What follows belongs to an exercise in optimizing a design on an open flow for small area; a production flow would make more cautious choices. Only simulation tests tie the RTL to the original design; equivalence was not proved. No driver is modelled on the clock port, so clock power and skew are understated where the tree is cut down; a real chip needs a root buffer or a tree. No activity file was given, so power comes from the tool's default toggle rates.

==> tundra: inputs <==
Design driver, start of the top module:
module driver(
    input clk,
    input rst,
    input NE1,
    input NWE,
    input [2:0] ADDR,
    input [7:0] DATA,
    output r,
    output g,
    output b,
    output h_sync,
    output v_sync
);
export LEC_CHECK = 0
export CAP_MARGIN = 20
export CORE_MARGIN = 2
export CORE_UTILIZATION = 55
export GPL_TIMING_DRIVEN = 0
export PLACE_DENSITY = 0.7
export SLEW_MARGIN = 20
create_clock -name core_clock -period 5.0 [get_ports {clk}]
standard.sh (not shown) runs the stock make flow with config.mk's settings and CLKGATE_MAP_FILE= SYNTH_SCRIPT=/design/flow/synth_recipe.tcl, a recipe that flattens the netlist after the stock synthesis.
==> flow/flow/run.sh <==
#!/bin/bash
# Own layout flow: the standard ORFS flow (standard.sh), with these
# changes only:
#  - synthesis is the standard script, but ABC maps with flow/abc.script
#    (area-oriented) and the full-adder extraction step is skipped; the
#    flip-flops are mapped before ABC exactly as in the standard synthesis;
#  - port buffers use the smallest buffer (buf_1);
#  - instead of clock tree synthesis, flow/clock.tcl drives all flip-flops
#    from one clock buffer;
#  - timing repair only resizes and swaps pins (no new buffers), and after
#    the global-route repair, gates off the critical paths are downsized
#    again (RECOVER_POWER).
set -euo pipefail
W=$PWD
sed "s#log_cmd abc {\*}\$abc_args#log_cmd abc -script $W/flow/abc.script {*}[lrange \$abc_args 2 end]#" \
    "$FLOW_HOME/scripts/synth.tcl" > "$W/synth_mod.tcl"
grep -q "flow/abc.script" "$W/synth_mod.tcl"
sed "s#\$::env(SCRIPTS_DIR)/synth.tcl#$W/synth_mod.tcl#" "$W/synth_recipe.tcl" > "$W/my_synth.tcl"
grep -q "synth_mod.tcl" "$W/my_synth.tcl"
sed "s#SYNTH_SCRIPT=[^ ]*#SYNTH_SCRIPT=$W/my_synth.tcl#" "$W/standard.sh" > "$W/my_standard.sh"
grep -q "my_synth.tcl" "$W/my_standard.sh"
# ORFS scripts with clock_tree_synthesis replaced by flow/clock.tcl
rm -rf "$W/scripts"
cp -r "$FLOW_HOME/scripts" "$W/scripts"
sed -i 's#^log_cmd clock_tree_synthesis {\*}\$cts_args#source $::env(CLOCK_TCL)#' "$W/scripts/cts.tcl"
grep -q 'CLOCK_TCL' "$W/scripts/cts.tcl"
bash "$W/my_standard.sh" ADDER_MAP_FILE= \
    "BUFFER_PORTS_ARGS=-buffer_cell sky130_fd_sc_hd__buf_1" \
    "SCRIPTS_DIR=$W/scripts" \
    "CLOCK_TCL=$W/flow/clock.tcl" \
    CLOCK_BUF_CELL=sky130_fd_sc_hd__clkbuf_16 CLOCK_BUF_COUNT=2 \
    RECOVER_POWER=100 \
    SETUP_MOVE_SEQUENCE=unbuffer,sizeup,swap \
    finish > "$W/flow_make.log" 2>&1
==> flow/flow/clock.tcl <==
# Clock distribution in place of clock_tree_synthesis: the flip-flops are
# split by x position into CLOCK_BUF_COUNT groups of (nearly) equal size,
# and each group is driven by one CLOCK_BUF_CELL buffer placed at the
# group's centroid. The clock port drives only these buffers.
set block [ord::get_db_block]
set dbu [$block getDbUnitsPerMicron]
set clk_net [$block findNet clk]
set sinks {}
foreach it [$clk_net getITerms] {
  set bb [[$it getInst] getBBox]
  set x [expr {([$bb xMin] + [$bb xMax]) / 2.0 / $dbu}]
  set y [expr {([$bb yMin] + [$bb yMax]) / 2.0 / $dbu}]
  lappend sinks [list $x $y "[[$it getInst] getName]/[[$it getMTerm] getName]"]
}
set sinks [lsort -real -index 0 $sinks]
set n [llength $sinks]
set k $::env(CLOCK_BUF_COUNT)
puts "clock.tcl: $n clock pins, $k buffers"
for {set g 0} {$g < $k} {incr g} {
  set lo [expr {($g * $n) / $k}]
  set hi [expr {(($g + 1) * $n) / $k - 1}]
  set group [lrange $sinks $lo $hi]
  # within the group, the buffer goes to the centroid
  set xs 0.0
  set ys 0.0
  set pins {}
  foreach s $group {
    set xs [expr {$xs + [lindex $s 0]}]
    set ys [expr {$ys + [lindex $s 1]}]
    lappend pins [get_pins [lindex $s 2]]
  }
  set m [llength $group]
  set loc [list [expr {$xs / $m}] [expr {$ys / $m}]]
  puts "clock.tcl: group $g: $m pins, buffer at $loc"
  insert_buffer -buffer_cell $::env(CLOCK_BUF_CELL) -net clk -location $loc \
    -buffer_name clkbuf_g$g -net_name clknet_g$g -load_pins $pins
}
set its [$clk_net getITerms]
if { [llength $its] != $k } { error "clock.tcl: clock port drives [llength $its] pins" }
$clk_net setSigType CLOCK
foreach it $its {
  set buf [$it getInst]
  set out_net [[$buf findITerm X] getNet]
  $out_net setSigType CLOCK
  puts "clock.tcl: [$buf getName] ([[$buf getMaster] getName]) drives [$out_net getName], [llength [$out_net getITerms]] pins"
}
Other scripts of this flow, unchanged in this note and not shown: flow/flow/abc.script
==> inputs of amber, as changes to tundra <==
--- a/flow/flow/run.sh
+++ b/flow/flow/run.sh
@@ -29,5 +29,5 @@
     "SCRIPTS_DIR=$W/scripts" \
     "CLOCK_TCL=$W/flow/clock.tcl" \
-    CLOCK_BUF_CELL=sky130_fd_sc_hd__clkbuf_16 CLOCK_BUF_COUNT=2 \
+    CLOCK_BUF_CELL=sky130_fd_sc_hd__clkbuf_16 \
     RECOVER_POWER=100 \
     SETUP_MOVE_SEQUENCE=unbuffer,sizeup,swap \
==> flow/flow/clock.tcl (replaced) <==
# Clock distribution in place of clock_tree_synthesis: one clock buffer,
# placed at the centroid of the flip-flops, drives every clock pin; the
# clock port drives only that buffer.
set block [ord::get_db_block]
set clk_net [$block findNet clk]
set xs 0.0
set ys 0.0
set n 0
foreach it [$clk_net getITerms] {
  set bb [[$it getInst] getBBox]
  set xs [expr {$xs + ([$bb xMin] + [$bb xMax]) / 2.0}]
  set ys [expr {$ys + ([$bb yMin] + [$bb yMax]) / 2.0}]
  incr n
}
set dbu [$block getDbUnitsPerMicron]
set loc [list [expr {$xs / $n / $dbu}] [expr {$ys / $n / $dbu}]]
puts "clock.tcl: $n clock pins, buffer at $loc"
log_cmd insert_buffer -buffer_cell $::env(CLOCK_BUF_CELL) -net clk -location $loc \
  -buffer_name clkbuf_root -net_name clknet_root
set buf [$block findInst clkbuf_root]
if { $buf == "NULL" } { error "clock.tcl: no clock buffer inserted" }
set out_net [[$buf findITerm X] getNet]
puts "clock.tcl: [$buf getName] ([[$buf getMaster] getName]) drives [$out_net getName], [llength [$out_net getITerms]] pins"
[[$buf findITerm A] getNet] setSigType CLOCK
$out_net setSigType CLOCK
==> inputs of violet, as changes to tundra <==
==> flow/flow/run.sh (replaced) <==
#!/bin/bash
# Own layout flow: the standard ORFS flow (standard.sh), with these
# changes only:
#  - synthesis is the standard script, but ABC maps with flow/abc.script
#    (area-oriented) and the full-adder extraction step is skipped; the
#    flip-flops are mapped before ABC exactly as in the standard synthesis;
#  - port buffers use the smallest buffer (buf_1);
#  - clock tree synthesis inserts no dummy loads.
set -euo pipefail
W=$PWD
sed "s#log_cmd abc {\*}\$abc_args#log_cmd abc -script $W/flow/abc.script {*}[lrange \$abc_args 2 end]#" \
    "$FLOW_HOME/scripts/synth.tcl" > "$W/synth_mod.tcl"
grep -q "flow/abc.script" "$W/synth_mod.tcl"
sed "s#\$::env(SCRIPTS_DIR)/synth.tcl#$W/synth_mod.tcl#" "$W/synth_recipe.tcl" > "$W/my_synth.tcl"
grep -q "synth_mod.tcl" "$W/my_synth.tcl"
sed "s#SYNTH_SCRIPT=[^ ]*#SYNTH_SCRIPT=$W/my_synth.tcl#" "$W/standard.sh" > "$W/my_standard.sh"
grep -q "my_synth.tcl" "$W/my_standard.sh"
CTS="-sink_clustering_enable -repair_clock_nets -dont_use_dummy_load"
[ -f "$W/flow/cts_args" ] && CTS="$(cat "$W/flow/cts_args")"
bash "$W/my_standard.sh" ADDER_MAP_FILE= \
    "BUFFER_PORTS_ARGS=-buffer_cell sky130_fd_sc_hd__buf_1" \
    "CTS_ARGS=$CTS" \
    finish > "$W/flow_make.log" 2>&1
- CORE_UTILIZATION: 55 -> 70
- PLACE_DENSITY: 0.7 -> 0.85
removed: flow/flow/clock.tcl
==> inputs of raven, as changes to tundra <==
--- a/flow/flow/run.sh
+++ b/flow/flow/run.sh
@@ -6,6 +6,7 @@
 #    flip-flops are mapped before ABC exactly as in the standard synthesis;
 #  - port buffers use the smallest buffer (buf_1);
-#  - instead of clock tree synthesis, flow/clock.tcl drives all flip-flops
-#    from one clock buffer;
+#  - instead of clock tree synthesis, flow/clock.tcl splits the flip-flops
+#    into three groups by position, each driven by one clkbuf_8 at the
+#    group's centroid (the clock port drives just these three buffers);
 #  - timing repair only resizes and swaps pins (no new buffers), and after
 #    the global-route repair, gates off the critical paths are downsized
@@ -29,5 +30,5 @@
     "SCRIPTS_DIR=$W/scripts" \
     "CLOCK_TCL=$W/flow/clock.tcl" \
-    CLOCK_BUF_CELL=sky130_fd_sc_hd__clkbuf_16 CLOCK_BUF_COUNT=2 \
+    CLOCK_BUF_CELL=sky130_fd_sc_hd__clkbuf_8 CLOCK_BUF_COUNT=3 \
     RECOVER_POWER=100 \
     SETUP_MOVE_SEQUENCE=unbuffer,sizeup,swap \
==> notes.md <==
Outcome: amber did not finish; raven finished clean; tundra finished clean; violet finished clean
Stage where the flow stopped: amber clock tree synthesis; raven -; tundra -; violet -
Die Span Y: amber 74.1 um; raven 74.1 um; tundra 74.1 um; violet 66.1 um
Library cell contributing the largest single delay on the critical path: amber -; raven sky130_fd_sc_hd__edfxtp_1; tundra sky130_fd_sc_hd__a21oi_1; violet sky130_fd_sc_hd__dfxtp_1
Type of the worst setup path: amber -; raven reg -> reg; tundra reg -> reg; violet reg -> reg
Met1 wire length: amber -; raven 2.91 mm; tundra 2.97 mm; violet 2.85 mm
Peak ir drop on the vdd network: amber -; raven 254 uV; tundra 262 uV; violet 274 uV
Type of the tightest min-delay check: amber -; raven reg -> reg; tundra reg -> reg; violet reg -> reg
Met3 track demand over resource in global routing: amber -; raven 0.0176; tundra 0.0176; violet 0.0716
Area overhead of the layout relative to synthesis: amber -; raven 8.84%; tundra 9.26%; violet 11.2%
Starting DRT DRC Count: amber -; raven 143; tundra 114; violet 293
Area of the multi-input gates: amber -; raven 1420 sq um; tundra 1430 sq um; violet 1440 sq um
Reg-to-reg critical path startpoint: amber -; raven regs.yc[1]; tundra hc[0]; violet hc[0]
Crit path DAT: amber -; raven 4.63 ns; tundra 4.63 ns; violet 4.83 ns
Area enclosed by the die boundary: amber -; raven 5490 sq um; tundra 5490 sq um; violet 4370 sq um
CTS Hold Buffers Added: amber -; raven 0; tundra 0; violet 0
The clock cells of tundra and raven come from the design's own scripts or RTL, not from TritonCTS.

afterwards: timing with drivers on the ports:
In the flow no input, the clock included, has a driving cell. The finished layouts below were timed again as built, in two steps. Step 1, drivers: a clkbuf_16 drives clk and a buf_2 each remaining input, both assumed. Step 2 times the ports against the registers' clock, not the clock port: input delays grow and output delays shrink by t, the midpoint of the rising clock arrivals with the driver on. a / b / c = ideal / step 1 / step 2; a / b = the first two.
run | t (ns) | setup WS [ns] | worst register clock-pin slew, ns
tundra | 0.201 | 0.466 / 0.466 / 0.466 | 0.10 / 0.10
violet | 0.318 | 0.390 / 0.390 / 0.390 | 0.09 / 0.09
raven | 0.198 | 0.472 / 0.472 / 0.472 | 0.11 / 0.11
After both steps every run listed still meets setup and hold.
